From an optimization exercise on the open Yosys and OpenROAD flow, aimed at a short achievable clock period and few clock cycles; shortcuts taken in it are not production practice. At most, simulation tests tie the RTL to the original design; equivalence was not proved. Power figures rest on the tool's default switching activity, not on a simulated workload.

==> willow <==
==> flow/design.v <==
`timescale 1ns / 1ps
module microP(
    input clk,
    input reset,
    output [7:0] imem_addr,
    input [16:0] imem_data,
    output [7:0] dmem_addr,
    output [7:0] dmem_wdata,
    output dmem_we,
    input [7:0] dmem_rdata,
    input [7:0] data_in,
    output out_we,
    output [7:0] data_out_col,
    output [7:0] data_out_addr
    );
localparam [4:0] OP_SUB = 5'd1,  OP_JML = 5'd2,  OP_JMP = 5'd3,  OP_AIU = 5'd4,
                 OP_ST  = 5'd5,  OP_AND = 5'd6,  OP_JMR = 5'd7,  OP_LSL = 5'd8,
                 OP_ADI = 5'd9,  OP_XOR = 5'd10, OP_BZ  = 5'd11, OP_MOV = 5'd12,
                 OP_LD  = 5'd13, OP_SLT = 5'd14, OP_ADD = 5'd15, OP_OUT = 5'd16,
                 OP_NOT = 5'd17, OP_IN  = 5'd18, OP_BNZ = 5'd19, OP_ORI = 5'd20,
                 OP_LSR = 5'd21;
reg [7:0] A_e, B_e;       
reg cin_e;                
reg s_add, s_slt, s_and, s_or, s_xor, s_a, s_not, s_lsl, s_lsr, s_ld, s_in;
reg RW_e, MW_e, OW_e;
reg [2:0] DR_e;
reg [7:0] R1, R2, R3, R4, R5, R6, R7;
wire [8:0] sum = {1'b0, A_e} + {1'b0, B_e} + {8'd0, cin_e};
wire [7:0] shl = A_e << B_e[2:0];
wire [7:0] shr = A_e >> B_e[2:0];
wire [7:0] res =
      ({8{s_add}} & sum[7:0])
    | ({8{s_slt}} & {7'd0, ~sum[8]})
    | ({8{s_and}} & (A_e & B_e))
    | ({8{s_or }} & (A_e | B_e))
    | ({8{s_xor}} & (A_e ^ B_e))
    | ({8{s_a  }} & A_e)
    | ({8{s_not}} & ~A_e)
    | ({8{s_lsl}} & shl)
    | ({8{s_lsr}} & shr)
    | ({8{s_ld }} & dmem_rdata)
    | ({8{s_in }} & data_in);
wire z_res = (res == 8'd0);
assign dmem_addr = A_e;
assign dmem_wdata = B_e;
assign dmem_we = MW_e;
assign out_we = OW_e;
assign data_out_col = A_e;
assign data_out_addr = B_e;
reg [7:0] PC;
assign imem_addr = PC;
wire [7:0] PC1 = PC + 8'd1;
wire [4:0] op = imem_data[16:12];
wire [2:0] dr = imem_data[11:9];
wire [2:0] sa = imem_data[8:6];
wire [2:0] sb = imem_data[5:3];
wire [5:0] im = imem_data[5:0];
wire [7:0] se_im = {{2{im[5]}}, im};
function [7:0] rd;
    input [2:0] a;
    input [7:0] r1, r2, r3, r4, r5, r6, r7;
    case (a)
        3'd1: rd = r1; 3'd2: rd = r2; 3'd3: rd = r3; 3'd4: rd = r4;
        3'd5: rd = r5; 3'd6: rd = r6; 3'd7: rd = r7;
        default: rd = 8'd0;
    endcase
endfunction
wire [7:0] ra = rd(sa, R1, R2, R3, R4, R5, R6, R7);
wire [7:0] rb = rd(sb, R1, R2, R3, R4, R5, R6, R7);
wire fwd_a = RW_e && (DR_e == sa);
wire fwd_b = RW_e && (DR_e == sb);
wire [7:0] A = fwd_a ? res : ra;
wire [7:0] B = fwd_b ? res : rb;
wire [7:0] zr = {R7 == 8'd0, R6 == 8'd0, R5 == 8'd0, R4 == 8'd0,
                 R3 == 8'd0, R2 == 8'd0, R1 == 8'd0, 1'b1};
wire zA = fwd_a ? z_res : zr[sa];
wire [7:0] target = PC1 + se_im;
wire taken = (op == OP_JMP) || (op == OP_JML) ||
             ((op == OP_BZ) && zA) || ((op == OP_BNZ) && !zA);
wire [7:0] next_pc = (op == OP_JMR) ? A : (taken ? target : PC1);
reg [7:0] A_d, B_d;
reg cin_d;
reg d_add, d_slt, d_and, d_or, d_xor, d_a, d_not, d_lsl, d_lsr, d_ld, d_in;
reg w_d, MW_d, OW_d;
always @(*) begin
    A_d = A; B_d = B; cin_d = 1'b0;
    d_add = 1'b0; d_slt = 1'b0; d_and = 1'b0; d_or = 1'b0; d_xor = 1'b0; d_a = 1'b0;
    d_not = 1'b0; d_lsl = 1'b0; d_lsr = 1'b0; d_ld = 1'b0; d_in = 1'b0;
    w_d = 1'b0; MW_d = 1'b0; OW_d = 1'b0;
    case (op)
        OP_SUB: begin w_d = 1'b1; d_add = 1'b1; B_d = ~B; cin_d = 1'b1; end
        OP_JML: begin w_d = 1'b1; d_a = 1'b1; A_d = PC1; end
        OP_AIU, OP_ADI: begin w_d = 1'b1; d_add = 1'b1; B_d = se_im; end
        OP_ST:  begin MW_d = 1'b1; end
        OP_AND: begin w_d = 1'b1; d_and = 1'b1; end
        OP_LSL: begin w_d = 1'b1; d_lsl = 1'b1; B_d = {5'd0, imem_data[2:0]}; end
        OP_LSR: begin w_d = 1'b1; d_lsr = 1'b1; B_d = {5'd0, imem_data[2:0]}; end
        OP_XOR: begin w_d = 1'b1; d_xor = 1'b1; end
        OP_MOV: begin w_d = 1'b1; d_a = 1'b1; end
        OP_LD:  begin w_d = 1'b1; d_ld = 1'b1; end
        OP_SLT: begin w_d = 1'b1; d_slt = 1'b1; B_d = ~B; end
        OP_ADD: begin w_d = 1'b1; d_add = 1'b1; end
        OP_OUT: begin OW_d = 1'b1; end
        OP_NOT: begin w_d = 1'b1; d_not = 1'b1; end
        OP_IN:  begin w_d = 1'b1; d_in = 1'b1; end
        OP_ORI: begin w_d = 1'b1; d_or = 1'b1; B_d = {2'b00, im}; end
        default: ;
    endcase
end
always @(posedge clk) begin
    if (!reset) begin
        PC <= 8'd0;
        RW_e <= 1'b0; MW_e <= 1'b0; OW_e <= 1'b0;
    end else begin
        PC <= next_pc;
        RW_e <= w_d && (dr != 3'd0);
        MW_e <= MW_d;
        OW_e <= OW_d;
    end
end
always @(posedge clk) begin
    A_e <= A_d; B_e <= B_d; cin_e <= cin_d; DR_e <= dr;
    s_add <= d_add; s_slt <= d_slt; s_and <= d_and; s_or <= d_or; s_xor <= d_xor;
    s_a <= d_a; s_not <= d_not; s_lsl <= d_lsl; s_lsr <= d_lsr; s_ld <= d_ld; s_in <= d_in;
end
always @(posedge clk) begin
    if (RW_e) begin
        case (DR_e)
            3'd1: R1 <= res; 3'd2: R2 <= res; 3'd3: R3 <= res; 3'd4: R4 <= res;
            3'd5: R5 <= res; 3'd6: R6 <= res; 3'd7: R7 <= res;
            default: ;
        endcase
    end
end
endmodule
==> flow/run.sh <==
#!/bin/bash
# synth_recipe.tcl (not shown) runs the flow's synth.tcl, then flattens the netlist and writes it again
# the make line also repeats each setting of config.mk as NAME=value (left out here)
make -C /OpenROAD-flow-scripts/flow DESIGN_CONFIG=/design/flow/config.mk WORK_HOME=/design/flow/orfs CLKGATE_MAP_FILE= SYNTH_SCRIPT=/design/flow/synth_recipe.tcl finish
==> flow/config.mk <==
export PLATFORM = sky130hd
export DESIGN_NAME = microP
export DESIGN_NICKNAME = microP
export VERILOG_FILES = /design/flow/design.v
export SDC_FILE = /design/flow/constraint.sdc
export NUM_CORES = 4
export LEC_CHECK = 0
export ABC_CLOCK_PERIOD_IN_PS = 2000
export CAP_MARGIN = 20
export CORE_MARGIN = 2
export CORE_UTILIZATION = 40
export PLACE_DENSITY = 0.6
export SETUP_SLACK_MARGIN = 3.0
export SLEW_MARGIN = 20
export TNS_END_PERCENT = 100
==> flow/constraint.sdc <==
create_clock -name core_clock -period 5.0 [get_ports {clk}]
set_input_delay 1.0000 -clock core_clock [delete_from_list [all_inputs] [get_ports {clk}]]
set_output_delay 1.0000 -clock core_clock [all_outputs]
set_load 0.01 [all_outputs]
==> raven: changes against willow <==
==> flow/flow/run.sh (new file) <==
#!/bin/bash
# The standard layout, with the resizer allowed to swap cells of any footprint.
set -euo pipefail
bash standard.sh MATCH_CELL_FOOTPRINT=0 finish > standard_flow.log 2>&1
==> flow/standard.sh (new file) <==
#!/bin/bash
# synth_recipe.tcl (not shown) runs the flow's synth.tcl, then flattens the netlist and writes it again
# the make line also repeats each setting of config.mk as NAME=value (left out here)
make -C /OpenROAD-flow-scripts/flow DESIGN_CONFIG=/design/flow/config.mk WORK_HOME=/design/flow/orfs CLKGATE_MAP_FILE= SYNTH_SCRIPT=/design/flow/synth_recipe.tcl "${@:-finish}"
removed: flow/run.sh
==> flow_metrics.py <==
metrics = {
    "power": {
        "peakVddDrop_uv": 168,
        "seq-power_w": 0.000975,
    },
    "layout": {
        "fill_cells": 1440,
        "post_route_cells_drive_above_1_share": 0.317,
    },
    "outcome": {
        "status": "finished clean",
    },
    "timing": {
        "post-route-min-period_ns": 3.48,
    },
}
The numbers above come from raven.

==> flow_metrics.py <==
metrics = {
    "outcome": {
        "status": "finished clean",
    },
    "layout": {
        "num-nonclk-buffers": 171,
        "fill_cells": 1378,
        "post_route_cells_drive_above_1_share": 0.347,
    },
    "power": {
        "peakVddDrop_uv": 177,
        "seq-power_w": 0.000974,
    },
    "timing": {
        "post-route-min-period_ns": 3.47,
    },
}
The numbers above come from willow.

Function was not checked in any run of this note: the RTL went through the layout flow alone.

==> indigo: inputs <==
Another version of the RTL of microP (not shown whole).
export LEC_CHECK = 0
export CAP_MARGIN = 20
export CORE_MARGIN = 2
export CORE_UTILIZATION = 40
export PLACE_DENSITY = 0.6
export SETUP_SLACK_MARGIN = 3.0
export SLEW_MARGIN = 20
export SYNTH_HIERARCHICAL = 1
export SYNTH_MINIMUM_KEEP_SIZE = 0
export TNS_END_PERCENT = 100
create_clock -name core_clock -period 5.0 [get_ports {clk}]
standard.sh (not shown) runs the stock make flow with config.mk's settings and CLKGATE_MAP_FILE= SYNTH_SCRIPT=/design/flow/synth_recipe.tcl, a recipe that flattens the netlist after the stock synthesis.
==> flow/flow/run.sh <==
#!/bin/bash
# The standard layout (standard.sh), with two changes to how it is made:
# the resizer may swap a cell for one of another footprint, and the port
# buffers are buf_4 cells (the standard flow's default is a delay buffer).
set -euo pipefail
bash standard.sh MATCH_CELL_FOOTPRINT=0 "BUFFER_PORTS_ARGS=-buffer_cell sky130_fd_sc_hd__buf_4" finish > standard_flow.log 2>&1
==> inputs of harbor, as changes to indigo <==
--- a/flow/design.v
+++ b/flow/design.v
@@ -20,43 +20,40 @@
 reg [9:0] sel_e;          
 reg RW_e, MW_e, OW_e;
 reg [2:0] DR_e;
 reg [7:0] R1, R2, R3, R4, R5, R6, R7;    
 wire [7:0] sum, sumn;
 wire cout, coutn;
 wire [7:0] p_e;
-wire [7:0] g_e;
-add8 ADD(.a(A_e), .b(B_e), .cin(cin_e), .s(sum), .sn(sumn), .cout(cout), .coutn(coutn), .p(p_e),
-         .g(g_e));
-wire [7:0] k_e;
-or8 KE(.a(A_e), .b(B_e), .y(k_e));
-wire [7:0] fast, fastn;
-alu_fast ALUF(.A(A_e), .B(B_e), .g(g_e), .k(k_e), .p(p_e), .sel(sel_e[8:0]), .ld(dmem_rdata),
-              .din(data_in), .f(fast), .fn(fastn));
+add8 ADD(.a(A_e), .b(B_e), .cin(cin_e), .s(sum), .sn(sumn), .cout(cout), .coutn(coutn), .p(p_e));
+wire [7:0] fast;
+alu_fast ALUF(.A(A_e), .B(B_e), .sel(sel_e[8:0]), .ld(dmem_rdata), .din(data_in), .f(fast));
 wire slt_e = sel_e[9];
 wire [7:0] res;
 mux8 RESM(.s(add_e), .a(fast | {7'd0, slt_e & coutn}), .b(sum), .y(res));
 wire z_add;
+wire [7:0] k_e;
+or8 KE(.a(A_e), .b(B_e), .y(k_e));
 sum_zero SZ(.t(p_e), .k(k_e), .cin(cin_e), .z(z_add));
 assign dmem_addr = A_e;
 assign dmem_wdata = B_e;
 assign dmem_we = MW_e;
 assign out_we = OW_e;
 assign data_out_col = A_e;
 assign data_out_addr = B_e;
 assign imem_addr = PC;
 wire [2:0] dr = imem_data[11:9];
 wire [2:0] sa = imem_data[8:6];
 wire [2:0] sb = imem_data[5:3];
 wire [5:0] im = imem_data[5:0];
 wire [7:0] PC1, target;
 wire unused_c2, unused_c2n;
-wire [7:0] unused_n2, unused_p2, unused_g2;
+wire [7:0] unused_n2, unused_p2;
 inc8 INC(.a(PC), .y(PC1));
-add8 TGT(.a(PC), .b({{2{im[5]}}, im}), .cin(1'b1), .s(target), .sn(unused_n2), .cout(unused_c2), .coutn(unused_c2n), .p(unused_p2), .g(unused_g2));
+add8 TGT(.a(PC), .b({{2{im[5]}}, im}), .cin(1'b1), .s(target), .sn(unused_n2), .cout(unused_c2), .coutn(unused_c2n), .p(unused_p2));
 wire [7:0] ra, rb;
 wire zr_an, zr_b_unused, fwd_a, fwd_b;
 reg_read RDA(.a(sa), .r1(R1), .r2(R2), .r3(R3), .r4(R4), .r5(R5), .r6(R6), .r7(R7),
              .rw_e(RW_e), .dr_e(DR_e), .q(ra), .nz(zr_an), .fwd(fwd_a));
 reg_read RDB(.a(sb), .r1(R1), .r2(R2), .r3(R3), .r4(R4), .r5(R5), .r6(R6), .r7(R7),
              .rw_e(RW_e), .dr_e(DR_e), .q(rb), .nz(zr_b_unused), .fwd(fwd_b));
 wire is_jmr, is_jml, b_z1, b_z0, uses_a, w_d, MW_d, OW_d, cin_d, add_d, inv_b, b_imm;
@@ -70,20 +67,20 @@
               .uses_a(uses_a), .is_jmr(is_jmr), .b_z1(b_z1), .b_z0(b_z0),
               .pc(PC), .sum(sum), .ra(ra), .target(target), .pc1(PC1), .next_pc(next_pc));
 wire [7:0] A_d, B_d;
 wire [7:0] a_other;
 mux8 AOTH(.s(is_jml), .a(ra), .b(PC1), .y(a_other));
 opnd_sel OPA(.fwd(fwd_a & ~is_jml), .add_e(add_e), .slt_e(slt_e), .inv(1'b0), .cout(cout),
              .coutn(coutn), .sum(sum), .sumn(sumn),
-             .fast(fast), .fastn(fastn), .other(a_other), .q(A_d));
+             .fast(fast), .other(a_other), .q(A_d));
 wire [7:0] b_other;
 b_other_sel BOTH(.imm_sel(b_imm), .inv(inv_b), .imm(imm), .rb(rb), .y(b_other));
 opnd_sel OPB(.fwd(fwd_b & ~b_imm), .add_e(add_e), .slt_e(slt_e), .inv(inv_b), .cout(cout),
              .coutn(coutn), .sum(sum), .sumn(sumn),
-             .fast(fast), .fastn(fastn), .other(b_other), .q(B_d));
+             .fast(fast), .other(b_other), .q(B_d));
 always @(posedge clk) begin
     if (!reset) begin
         RW_e <= 1'b0; MW_e <= 1'b0; OW_e <= 1'b0;
     end else begin
         RW_e <= w_d && (dr != 3'd0);
         MW_e <= MW_d;
         OW_e <= OW_d;
@@ -144,23 +141,22 @@
         5'd20: begin w = 1'b1; sel[1] = 1'b1; b_imm = 1'b1; imm = {2'b00, ins[5:0]}; end  
         5'd21: begin w = 1'b1; sel[6] = 1'b1; b_imm = 1'b1; imm = {5'd0, ins[2:0]}; end   
         default: ;
     endcase
 end
 endmodule
 module alu_fast(
-    input [7:0] A, input [7:0] B, input [7:0] g, input [7:0] k, input [7:0] p,
-    input [8:0] sel, input [7:0] ld, input [7:0] din,
-    output [7:0] f, output [7:0] fn
+    input [7:0] A, input [7:0] B, input [8:0] sel,
+    input [7:0] ld, input [7:0] din,
+    output [7:0] f
     );
-assign fn = ~f;
 assign f =
-      ({8{sel[0]}} & g)
-    | ({8{sel[1]}} & k)
-    | ({8{sel[2]}} & p)
+      ({8{sel[0]}} & (A & B))
+    | ({8{sel[1]}} & (A | B))
+    | ({8{sel[2]}} & (A ^ B))
     | ({8{sel[3]}} & A)
     | ({8{sel[4]}} & ~A)
     | ({8{sel[5]}} & (A << B[2:0]))
     | ({8{sel[6]}} & (A >> B[2:0]))
     | ({8{sel[7]}} & ld)
     | ({8{sel[8]}} & din);
 endmodule
@@ -206,24 +202,17 @@
 wire t1_n, t0_n, p1_n, p0_n, s_tgt, s_pc1;
 mux1i MT1(.s(z_add), .a(t1n), .b(t1z), .y(t1_n));
 mux1i MT0(.s(zr_an), .a(t0z), .b(t0n), .y(t0_n));
 mux1i MP1(.s(z_add), .a(p1n), .b(p1z), .y(p1_n));
 mux1i MP0(.s(zr_an), .a(p0z), .b(p0n), .y(p0_n));
 mux1i MT(.s(fwd_a), .a(t0_n), .b(t1_n), .y(s_tgt));
 mux1i MP(.s(fwd_a), .a(p0_n), .b(p1_n), .y(s_pc1));
-wire [7:0] early_n, late_n;
-genvar i;
-generate
-    for (i = 0; i < 8; i = i + 1) begin : gb
-        aoi222 E(.a1(hold), .a2(pc[i]), .b1(s_sum), .b2(sum[i]), .c1(s_ra), .c2(ra[i]),
-                 .y(early_n[i]));
-        aoi22 L(.a1(s_tgt), .a2(target[i]), .b1(s_pc1), .b2(pc1[i]), .y(late_n[i]));
-        nand1 N(.a(early_n[i]), .b(late_n[i]), .y(next_pc[i]));
-    end
-endgenerate
+wire [7:0] early;
+ao3x8 EARLY(.s0(hold), .d0(pc), .s1(s_sum), .d1(sum), .s2(s_ra), .d2(ra), .y(early));
+ao2or8 LATE(.s0(s_tgt), .d0(target), .s1(s_pc1), .d1(pc1), .o(early), .y(next_pc));
 endmodule
 module pc_ctl(
     input reset, input fwd_a, input add_e, input uses_a, input is_jmr, input b_z1, input b_z0,
     output hold, output s_sum, output s_ra,
     output t1z, output t1n, output t0z, output t0n,
     output p1z, output p1n, output p0z, output p0n
     );
@@ -235,47 +224,32 @@
 assign t1z = en1 & b_z1;  assign t1n = en1 & b_z0;
 assign p1z = en1 & ~b_z1; assign p1n = en1 & ~b_z0;
 assign t0z = en0 & b_z1;  assign t0n = en0 & b_z0;
 assign p0z = en0 & ~b_z1; assign p0n = en0 & ~b_z0;
 endmodule
 module opnd_sel(
     input fwd, input add_e, input slt_e, input inv, input cout, input coutn,
-    input [7:0] sum, input [7:0] sumn, input [7:0] fast, input [7:0] fastn, input [7:0] other,
+    input [7:0] sum, input [7:0] sumn, input [7:0] fast, input [7:0] other,
     output [7:0] q
     );
 wire s_sum = fwd & add_e & ~inv;
 wire s_sumn = fwd & add_e & inv;
-wire s_fast = fwd & ~add_e & ~inv;
-wire s_fastn = fwd & ~add_e & inv;
+wire s_fast = fwd & ~add_e;
 wire s_oth = ~fwd;
 wire s_slt = fwd & slt_e & ~inv;
 wire s_sltn = fwd & slt_e & inv;
-wire s_fast0 = s_fast & ~slt_e;
-wire s_fastn0 = s_fastn & ~slt_e;
-wire [7:0] early_n, late_n;
-genvar i;
-generate
-    for (i = 0; i < 8; i = i + 1) begin : gb
-        aoi222 E(.a1(i == 0 ? s_fast0 : s_fast), .a2(fast[i]),
-                 .b1(i == 0 ? s_fastn0 : s_fastn), .b2(fastn[i]),
-                 .c1(s_oth), .c2(other[i]), .y(early_n[i]));
-        aoi22 L(.a1(s_sum), .a2(sum[i]), .b1(s_sumn), .b2(sumn[i]), .y(late_n[i]));
-    end
-endgenerate
-wire slt_n;
-aoi22 S(.a1(s_slt), .a2(coutn), .b1(s_sltn), .b2(cout), .y(slt_n));
-assign q[0] = ~(early_n[0] & late_n[0] & slt_n);
-generate
-    for (i = 1; i < 8; i = i + 1) begin : gq
-        nand1 N(.a(early_n[i]), .b(late_n[i]), .y(q[i]));
-    end
-endgenerate
-endmodule
-module aoi222(input a1, input a2, input b1, input b2, input c1, input c2, output y);
-assign y = ~((a1 & a2) | (b1 & b2) | (c1 & c2));
+wire [7:0] fx = fast ^ {8{inv}};
+wire s_fast0 = fwd & ~add_e & ~slt_e;
+wire [7:0] early;
+ao2x8 EARLY(.s0(s_fast), .d0({fx[7:1], 1'b0}), .s1(s_oth), .d1(other), .y(early[7:0]));
+wire early0;
+ao2x1 EARLY0(.s0(s_fast0), .d0(fx[0]), .s1(s_oth), .d1(other[0]), .y(early0));
+wire e0;
+ao2or1 E0(.s0(s_slt), .d0(coutn), .s1(s_sltn), .d1(cout), .o(early0), .y(e0));
+ao2or8 LATE(.s0(s_sum), .d0(sum), .s1(s_sumn), .d1(sumn), .o({early[7:1], e0}), .y(q));
 endmodule
 module b_other_sel(input imm_sel, input inv, input [7:0] imm, input [7:0] rb, output [7:0] y);
 assign y = imm_sel ? imm : (rb ^ {8{inv}});
 endmodule
 module inc8(input [7:0] a, output [7:0] y);
 assign y = a + 8'd1;
 endmodule
@@ -349,16 +323,16 @@
 module nor1(input a, input b, output y);
 assign y = ~(a | b);
 endmodule
 module a21o1(input a1, input a2, input b1, output y);    
 assign y = (a1 & a2) | b1;
 endmodule
 module add8(input [7:0] a, input [7:0] b, input cin,
-            output [7:0] s, output [7:0] sn, output cout, output coutn, output [7:0] p,
-            output [7:0] g);
+            output [7:0] s, output [7:0] sn, output cout, output coutn, output [7:0] p);
+wire [7:0] g;
 genvar i;
 generate
     for (i = 0; i < 8; i = i + 1) begin : pg
         xor1 X(.a(a[i]), .b(b[i]), .y(p[i]));
         and1 A(.a(a[i]), .b(b[i]), .y(g[i]));
     end
 endgenerate
==> flow/run.sh (new file) <==
#!/bin/bash
# synth_recipe.tcl (not shown) runs the flow's synth.tcl, then flattens the netlist and writes it again
# the make line also repeats each setting of config.mk as NAME=value (left out here)
make -C /OpenROAD-flow-scripts/flow DESIGN_CONFIG=/design/flow/config.mk WORK_HOME=/design/flow/orfs CLKGATE_MAP_FILE= SYNTH_SCRIPT=/design/flow/synth_recipe.tcl finish
removed: flow/flow/run.sh
removed: flow/standard.sh
==> inputs of violet, as changes to indigo <==
--- a/flow/design.v
+++ b/flow/design.v
@@ -20,43 +20,40 @@
 reg [9:0] sel_e;          
 reg RW_e, MW_e, OW_e;
 reg [2:0] DR_e;
 reg [7:0] R1, R2, R3, R4, R5, R6, R7;    
 wire [7:0] sum, sumn;
 wire cout, coutn;
 wire [7:0] p_e;
-wire [7:0] g_e;
-add8 ADD(.a(A_e), .b(B_e), .cin(cin_e), .s(sum), .sn(sumn), .cout(cout), .coutn(coutn), .p(p_e),
-         .g(g_e));
-wire [7:0] k_e;
-or8 KE(.a(A_e), .b(B_e), .y(k_e));
-wire [7:0] fast, fastn;
-alu_fast ALUF(.A(A_e), .B(B_e), .g(g_e), .k(k_e), .p(p_e), .sel(sel_e[8:0]), .ld(dmem_rdata),
-              .din(data_in), .f(fast), .fn(fastn));
+add8 ADD(.a(A_e), .b(B_e), .cin(cin_e), .s(sum), .sn(sumn), .cout(cout), .coutn(coutn), .p(p_e));
+wire [7:0] fast;
+alu_fast ALUF(.A(A_e), .B(B_e), .sel(sel_e[8:0]), .ld(dmem_rdata), .din(data_in), .f(fast));
 wire slt_e = sel_e[9];
 wire [7:0] res;
 mux8 RESM(.s(add_e), .a(fast | {7'd0, slt_e & coutn}), .b(sum), .y(res));
 wire z_add;
+wire [7:0] k_e;
+or8 KE(.a(A_e), .b(B_e), .y(k_e));
 sum_zero SZ(.t(p_e), .k(k_e), .cin(cin_e), .z(z_add));
 assign dmem_addr = A_e;
 assign dmem_wdata = B_e;
 assign dmem_we = MW_e;
 assign out_we = OW_e;
 assign data_out_col = A_e;
 assign data_out_addr = B_e;
 assign imem_addr = PC;
 wire [2:0] dr = imem_data[11:9];
 wire [2:0] sa = imem_data[8:6];
 wire [2:0] sb = imem_data[5:3];
 wire [5:0] im = imem_data[5:0];
 wire [7:0] PC1, target;
 wire unused_c2, unused_c2n;
-wire [7:0] unused_n2, unused_p2, unused_g2;
+wire [7:0] unused_n2, unused_p2;
 inc8 INC(.a(PC), .y(PC1));
-add8 TGT(.a(PC), .b({{2{im[5]}}, im}), .cin(1'b1), .s(target), .sn(unused_n2), .cout(unused_c2), .coutn(unused_c2n), .p(unused_p2), .g(unused_g2));
+add8 TGT(.a(PC), .b({{2{im[5]}}, im}), .cin(1'b1), .s(target), .sn(unused_n2), .cout(unused_c2), .coutn(unused_c2n), .p(unused_p2));
 wire [7:0] ra, rb;
 wire zr_an, zr_b_unused, fwd_a, fwd_b;
 reg_read RDA(.a(sa), .r1(R1), .r2(R2), .r3(R3), .r4(R4), .r5(R5), .r6(R6), .r7(R7),
              .rw_e(RW_e), .dr_e(DR_e), .q(ra), .nz(zr_an), .fwd(fwd_a));
 reg_read RDB(.a(sb), .r1(R1), .r2(R2), .r3(R3), .r4(R4), .r5(R5), .r6(R6), .r7(R7),
              .rw_e(RW_e), .dr_e(DR_e), .q(rb), .nz(zr_b_unused), .fwd(fwd_b));
 wire is_jmr, is_jml, b_z1, b_z0, uses_a, w_d, MW_d, OW_d, cin_d, add_d, inv_b, b_imm;
@@ -70,20 +67,20 @@
               .uses_a(uses_a), .is_jmr(is_jmr), .b_z1(b_z1), .b_z0(b_z0),
               .pc(PC), .sum(sum), .ra(ra), .target(target), .pc1(PC1), .next_pc(next_pc));
 wire [7:0] A_d, B_d;
 wire [7:0] a_other;
 mux8 AOTH(.s(is_jml), .a(ra), .b(PC1), .y(a_other));
 opnd_sel OPA(.fwd(fwd_a & ~is_jml), .add_e(add_e), .slt_e(slt_e), .inv(1'b0), .cout(cout),
              .coutn(coutn), .sum(sum), .sumn(sumn),
-             .fast(fast), .fastn(fastn), .other(a_other), .q(A_d));
+             .fast(fast), .other(a_other), .q(A_d));
 wire [7:0] b_other;
 b_other_sel BOTH(.imm_sel(b_imm), .inv(inv_b), .imm(imm), .rb(rb), .y(b_other));
 opnd_sel OPB(.fwd(fwd_b & ~b_imm), .add_e(add_e), .slt_e(slt_e), .inv(inv_b), .cout(cout),
              .coutn(coutn), .sum(sum), .sumn(sumn),
-             .fast(fast), .fastn(fastn), .other(b_other), .q(B_d));
+             .fast(fast), .other(b_other), .q(B_d));
 always @(posedge clk) begin
     if (!reset) begin
         RW_e <= 1'b0; MW_e <= 1'b0; OW_e <= 1'b0;
     end else begin
         RW_e <= w_d && (dr != 3'd0);
         MW_e <= MW_d;
         OW_e <= OW_d;
@@ -144,23 +141,22 @@
         5'd20: begin w = 1'b1; sel[1] = 1'b1; b_imm = 1'b1; imm = {2'b00, ins[5:0]}; end  
         5'd21: begin w = 1'b1; sel[6] = 1'b1; b_imm = 1'b1; imm = {5'd0, ins[2:0]}; end   
         default: ;
     endcase
 end
 endmodule
 module alu_fast(
-    input [7:0] A, input [7:0] B, input [7:0] g, input [7:0] k, input [7:0] p,
-    input [8:0] sel, input [7:0] ld, input [7:0] din,
-    output [7:0] f, output [7:0] fn
+    input [7:0] A, input [7:0] B, input [8:0] sel,
+    input [7:0] ld, input [7:0] din,
+    output [7:0] f
     );
-assign fn = ~f;
 assign f =
-      ({8{sel[0]}} & g)
-    | ({8{sel[1]}} & k)
-    | ({8{sel[2]}} & p)
+      ({8{sel[0]}} & (A & B))
+    | ({8{sel[1]}} & (A | B))
+    | ({8{sel[2]}} & (A ^ B))
     | ({8{sel[3]}} & A)
     | ({8{sel[4]}} & ~A)
     | ({8{sel[5]}} & (A << B[2:0]))
     | ({8{sel[6]}} & (A >> B[2:0]))
     | ({8{sel[7]}} & ld)
     | ({8{sel[8]}} & din);
 endmodule
@@ -206,24 +202,17 @@
 wire t1_n, t0_n, p1_n, p0_n, s_tgt, s_pc1;
 mux1i MT1(.s(z_add), .a(t1n), .b(t1z), .y(t1_n));
 mux1i MT0(.s(zr_an), .a(t0z), .b(t0n), .y(t0_n));
 mux1i MP1(.s(z_add), .a(p1n), .b(p1z), .y(p1_n));
 mux1i MP0(.s(zr_an), .a(p0z), .b(p0n), .y(p0_n));
 mux1i MT(.s(fwd_a), .a(t0_n), .b(t1_n), .y(s_tgt));
 mux1i MP(.s(fwd_a), .a(p0_n), .b(p1_n), .y(s_pc1));
-wire [7:0] early_n, late_n;
-genvar i;
-generate
-    for (i = 0; i < 8; i = i + 1) begin : gb
-        aoi222 E(.a1(hold), .a2(pc[i]), .b1(s_sum), .b2(sum[i]), .c1(s_ra), .c2(ra[i]),
-                 .y(early_n[i]));
-        aoi22 L(.a1(s_tgt), .a2(target[i]), .b1(s_pc1), .b2(pc1[i]), .y(late_n[i]));
-        nand1 N(.a(early_n[i]), .b(late_n[i]), .y(next_pc[i]));
-    end
-endgenerate
+wire [7:0] early;
+ao3x8 EARLY(.s0(hold), .d0(pc), .s1(s_sum), .d1(sum), .s2(s_ra), .d2(ra), .y(early));
+ao2or8 LATE(.s0(s_tgt), .d0(target), .s1(s_pc1), .d1(pc1), .o(early), .y(next_pc));
 endmodule
 module pc_ctl(
     input reset, input fwd_a, input add_e, input uses_a, input is_jmr, input b_z1, input b_z0,
     output hold, output s_sum, output s_ra,
     output t1z, output t1n, output t0z, output t0n,
     output p1z, output p1n, output p0z, output p0n
     );
@@ -235,47 +224,32 @@
 assign t1z = en1 & b_z1;  assign t1n = en1 & b_z0;
 assign p1z = en1 & ~b_z1; assign p1n = en1 & ~b_z0;
 assign t0z = en0 & b_z1;  assign t0n = en0 & b_z0;
 assign p0z = en0 & ~b_z1; assign p0n = en0 & ~b_z0;
 endmodule
 module opnd_sel(
     input fwd, input add_e, input slt_e, input inv, input cout, input coutn,
-    input [7:0] sum, input [7:0] sumn, input [7:0] fast, input [7:0] fastn, input [7:0] other,
+    input [7:0] sum, input [7:0] sumn, input [7:0] fast, input [7:0] other,
     output [7:0] q
     );
 wire s_sum = fwd & add_e & ~inv;
 wire s_sumn = fwd & add_e & inv;
-wire s_fast = fwd & ~add_e & ~inv;
-wire s_fastn = fwd & ~add_e & inv;
+wire s_fast = fwd & ~add_e;
 wire s_oth = ~fwd;
 wire s_slt = fwd & slt_e & ~inv;
 wire s_sltn = fwd & slt_e & inv;
-wire s_fast0 = s_fast & ~slt_e;
-wire s_fastn0 = s_fastn & ~slt_e;
-wire [7:0] early_n, late_n;
-genvar i;
-generate
-    for (i = 0; i < 8; i = i + 1) begin : gb
-        aoi222 E(.a1(i == 0 ? s_fast0 : s_fast), .a2(fast[i]),
-                 .b1(i == 0 ? s_fastn0 : s_fastn), .b2(fastn[i]),
-                 .c1(s_oth), .c2(other[i]), .y(early_n[i]));
-        aoi22 L(.a1(s_sum), .a2(sum[i]), .b1(s_sumn), .b2(sumn[i]), .y(late_n[i]));
-    end
-endgenerate
-wire slt_n;
-aoi22 S(.a1(s_slt), .a2(coutn), .b1(s_sltn), .b2(cout), .y(slt_n));
-assign q[0] = ~(early_n[0] & late_n[0] & slt_n);
-generate
-    for (i = 1; i < 8; i = i + 1) begin : gq
-        nand1 N(.a(early_n[i]), .b(late_n[i]), .y(q[i]));
-    end
-endgenerate
-endmodule
-module aoi222(input a1, input a2, input b1, input b2, input c1, input c2, output y);
-assign y = ~((a1 & a2) | (b1 & b2) | (c1 & c2));
+wire [7:0] fx = fast ^ {8{inv}};
+wire s_fast0 = fwd & ~add_e & ~slt_e;
+wire [7:0] early;
+ao2x8 EARLY(.s0(s_fast), .d0({fx[7:1], 1'b0}), .s1(s_oth), .d1(other), .y(early[7:0]));
+wire early0;
+ao2x1 EARLY0(.s0(s_fast0), .d0(fx[0]), .s1(s_oth), .d1(other[0]), .y(early0));
+wire e0;
+ao2or1 E0(.s0(s_slt), .d0(coutn), .s1(s_sltn), .d1(cout), .o(early0), .y(e0));
+ao2or8 LATE(.s0(s_sum), .d0(sum), .s1(s_sumn), .d1(sumn), .o({early[7:1], e0}), .y(q));
 endmodule
 module b_other_sel(input imm_sel, input inv, input [7:0] imm, input [7:0] rb, output [7:0] y);
 assign y = imm_sel ? imm : (rb ^ {8{inv}});
 endmodule
 module inc8(input [7:0] a, output [7:0] y);
 assign y = a + 8'd1;
 endmodule
@@ -349,16 +323,16 @@
 module nor1(input a, input b, output y);
 assign y = ~(a | b);
 endmodule
 module a21o1(input a1, input a2, input b1, output y);    
 assign y = (a1 & a2) | b1;
 endmodule
 module add8(input [7:0] a, input [7:0] b, input cin,
-            output [7:0] s, output [7:0] sn, output cout, output coutn, output [7:0] p,
-            output [7:0] g);
+            output [7:0] s, output [7:0] sn, output cout, output coutn, output [7:0] p);
+wire [7:0] g;
 genvar i;
 generate
     for (i = 0; i < 8; i = i + 1) begin : pg
         xor1 X(.a(a[i]), .b(b[i]), .y(p[i]));
         and1 A(.a(a[i]), .b(b[i]), .y(g[i]));
     end
 endgenerate
==> impl_results.md <==
- Setup slack, reg-to-reg: 2.57 ns
- Skew final: 0.007018 ns
- Pwr per Cell Area: 268.3 nW/um2
- Status: no timing/DRC/antenna violations
- Vias per Instance: 5.994
- R2r endpoint: PC[0]
- Layout clock buffer count: 10
- Crit path DAT: 2.67 ns
[end of results for indigo]
==> impl_results.md <==
- Status: no timing/DRC/antenna violations
- R2r endpoint: PC[4]
- Layout clock buffer count: 9
- Pwr per Cell Area: 271.2 nW/um2
- Setup slack, reg-to-reg: 2.60 ns
- Crit path DAT: 2.70 ns
- Skew final: 0.01548 ns
- Vias per Instance: 5.669
[end of results for harbor]
==> impl_results.md <==
- Final setup viols: 0
- Final hold slack: 0.6399 ns
- Setup slack, reg-to-reg: 2.63 ns
- Syn_area_per_cell: 10.08 um2
- Skew final: 0.01128 ns
- P_seq: 0.00101 W
- WL/cell: 20.99 um
- First-pass GRT wire length: 38.20 mm
- Vias per Instance: 5.685
- Signal buf overhead: 17.35%
- R2r endpoint: PC[3]
- Status: no timing/DRC/antenna violations
[end of results for violet]
Testbench counts of indigo, summed over its fixed seeds: cycles 47,008.
For harbor and violet, only the layout was checked, not whether the RTL still works.

## port drivers added, routing unchanged
In the flow no input, the clock included, has a driving cell. The finished layouts below were timed again as built, in two steps. Step 1: set_driving_cell puts a clkbuf_16 on clk and a buf_2 on each other input, an assumption about the parent block. Step 2 adds t to the input delays and takes it off the output delays; t is the mean of the earliest and latest rising clock arrival at the registers after step 1. Input paths then give back, and output paths get back, about the clock's delay inside the block. a / b / c = ideal / step 1 / step 2; a / b = the first two.
run | shift t [ns] | setup WS [ns] | slew at the worst register clock pin (ns) | worst data-port slew with drivers (ns) | pins driven straight from the clock port
willow | 0.401 | 1.529 / 1.529 / 1.208 | 0.08 / 0.08 | 0.05 | 1
raven | 0.396 | 1.522 / 1.522 / 1.160 | 0.08 / 0.08 | 0.04 | 1
indigo | 0.393 | 2.565 / 2.536 / 2.144 | 0.07 / 0.07 | 0.13 | 1
harbor | 0.406 | 2.566 / 2.591 / 2.184 | 0.08 / 0.08 | 0.06 | 1
violet | 0.400 | 2.604 / 2.602 / 2.202 | 0.08 / 0.08 | 0.15 | 1
After both steps every run listed still meets setup and hold. The setup slack of indigo, which loses most, moves by -0.029 ns with the drivers and by -0.421 ns with both steps.
